Source: an optimization exercise on an open RTL-to-GDS flow (aim: small area). Production flows keep margins and buffers that such runs may drop.
In this exercise RTL edits were held to simulation tests only and were not proved equivalent to the original.

== T ==
// macrow4
module macrow4(
	input clk, 
	input reset_n, 
	input enX, 
	input [3:0] enW, 
	input [15:0] X_i, W_i,
	output valid_o, 
	output [15:0] Y_o
);
For scale: about 3300 cells after synthesis, ~220 flip-flops, about 56 I/O pins.
==> flow/config.mk <==
export PLATFORM = sky130hd
export DESIGN_NAME = macrow4
export DESIGN_NICKNAME = macrow4
export VERILOG_FILES = /design/flow/design.v
export SDC_FILE = /design/flow/constraint.sdc
export NUM_CORES = 4
export LEC_CHECK = 0
export ABC_AREA = 1
export CAP_MARGIN = 20
export CELL_PAD_IN_SITES_DETAIL_PLACEMENT = 1
export CELL_PAD_IN_SITES_GLOBAL_PLACEMENT = 2
export CORE_MARGIN = 2
export CORE_UTILIZATION = 30
export PLACE_DENSITY = 0.35
export SLEW_MARGIN = 20
export SYNTH_HIERARCHICAL = 1
==> flow/constraint.sdc <==
create_clock -name core_clock -period 24.0 [get_ports {clk}]
set_input_delay 4.8000 -clock core_clock [delete_from_list [all_inputs] [get_ports {clk}]]
set_output_delay 4.8000 -clock core_clock [all_outputs]
set_load 0.01 [all_outputs]
standard.sh (not shown) runs the stock make flow with config.mk's settings and CLKGATE_MAP_FILE= SYNTH_SCRIPT=/design/flow/synth_recipe.tcl, a recipe that flattens the netlist after the stock synthesis.
==> flow/flow/run.sh <==
#!/bin/bash
set -o pipefail
here=$(pwd)
cp standard.sh standard_sh.copy.log
rm -rf "$here/scripts_mod"
cp -r "$FLOW_HOME/scripts" "$here/scripts_mod"
cp "$here/flow/abc_area.script" "$here/scripts_mod/abc_area.script"
export SCRIPTS_DIR="$here/scripts_mod"
export BUFFER_PORTS_ARGS="-buffer_cell sky130_fd_sc_hd__buf_1"
export CTS_ARGS="-sink_clustering_enable -repair_clock_nets -dont_use_dummy_load -buf_list sky130_fd_sc_hd__clkbuf_16 -sink_clustering_size 26 -sink_clustering_max_diameter 100"
bash standard.sh > standard.log 2>&1
status=$?
cp -r orfs/logs tool_logs 2>/dev/null
exit $status
==> flow/flow/abc_area.script <==
strash
dc2
dch -f
amap
topo
T ran to completion and came out clean on the timing, DRC and antenna checks.
Setup changes, T to R
- changing PLACE_DENSITY from 0.35 to 0.45
- changing CORE_UTILIZATION from 30 to 40
- changing CELL_PAD_IN_SITES_GLOBAL_PLACEMENT from 2 to 1
==> comparison <==
The count of buffer and inverter cells on the critical path was comparable across T and R.
Summary of R over T: data-path buffer share of cell area in the final layout shrank by 0.32 points; final worst-path setup slack grew by 0.60 ns.
R -> T: summed negative setup slack over all endpoints delta 0, exact match
Measured against each other, T and R differ in final hold slack, the higher figure coming from R.
Sequential share of layout area: R vs T up 0.31 points
Between T and R, the area of the multi-input gates figures differ only marginally.
Compared with T, in R clock period minus worst slack lower; final net count lower.
Routed length on met2 shrinks by more than 10% when moving from T to R.

========
Another version of the RTL of macrow4 (not shown whole).
Size in the first run: ~3400 cells after synthesis, roughly 56 I/O pins.
==> flow/config.mk <==
export PLATFORM = sky130hd
export DESIGN_NAME = macrow4
export DESIGN_NICKNAME = macrow4
export VERILOG_FILES = /design/flow/design.v
export SDC_FILE = /design/flow/constraint.sdc
export NUM_CORES = 4
export LEC_CHECK = 0
export ABC_AREA = 1
export CAP_MARGIN = 20
export CORE_MARGIN = 2
export CORE_UTILIZATION = 40
export SLEW_MARGIN = 20
export SYNTH_HIERARCHICAL = 1
==> flow/constraint.sdc <==
create_clock -name core_clock -period 24.0 [get_ports {clk}]
set_input_delay 4.8000 -clock core_clock [delete_from_list [all_inputs] [get_ports {clk}]]
set_output_delay 4.8000 -clock core_clock [all_outputs]
set_load 0.01 [all_outputs]
==> flow/flow/run.sh <==
#!/bin/bash
set -o pipefail
here=$(pwd)
cp standard.sh standard_sh.copy.log
rm -rf "$here/scripts_mod"
cp -r "$FLOW_HOME/scripts" "$here/scripts_mod"
cp "$here/flow/abc_area.script" "$here/scripts_mod/abc_area.script"
export SCRIPTS_DIR="$here/scripts_mod"
export BUFFER_PORTS_ARGS="-buffer_cell sky130_fd_sc_hd__buf_1"
export CTS_ARGS="-sink_clustering_enable -repair_clock_nets -dont_use_dummy_load -buf_list sky130_fd_sc_hd__clkbuf_16 -sink_clustering_size 24 -sink_clustering_max_diameter 60"
bash standard.sh > standard.log 2>&1
status=$?
cp -r orfs/logs tool_logs 2>/dev/null
exit $status
Scripts as last shown in full above: flow/flow/abc_area.script
Edit:
==> flow/flow/run.sh (replaced) <==
#!/bin/bash
set -o pipefail
here=$(pwd)
cp standard.sh standard_sh.copy.log
rm -rf "$here/scripts_mod"
cp -r "$FLOW_HOME/scripts" "$here/scripts_mod"
cp "$here/flow/abc_area.script" "$here/scripts_mod/abc_area.script"
export SCRIPTS_DIR="$here/scripts_mod"
bash standard.sh > standard.log 2>&1
status=$?
cp -r orfs/logs tool_logs 2>/dev/null
exit $status
After rerunning: Global-route usage goes up by 0.58 points; critical path depth goes down by 1; sequential cell count does not change.

## re-timing with driven ports
In the flow no input, the clock included, has a driving cell. The finished layouts below were timed again as built, in two steps. Step 1: set_driving_cell puts a clkbuf_16 on clk and a buf_2 on each other input, an assumption about the parent block. Step 2 moves the port delays by t, midway between the first and last clock arrival at a register: inputs arrive t later, outputs are due t later. That takes back most of the time a late clock gives input paths. Slacks: ideal ports / drivers / drivers and shift; pairs: ideal ports / drivers.
run | shift t [ns] | setup WS [ns] | pins driven straight from the clock port
T | 0.622 | 2.958 / 2.958 / 2.958 | 1
R | 0.589 | 3.557 / 3.557 / 3.557 | 1
the first run of note 2 | 0.590 | 5.323 / 5.323 / 5.323 | 1
the second run of note 2 | 0.624 | 5.007 / 5.007 / 5.007 | 1
After both steps every run listed still meets setup and hold.
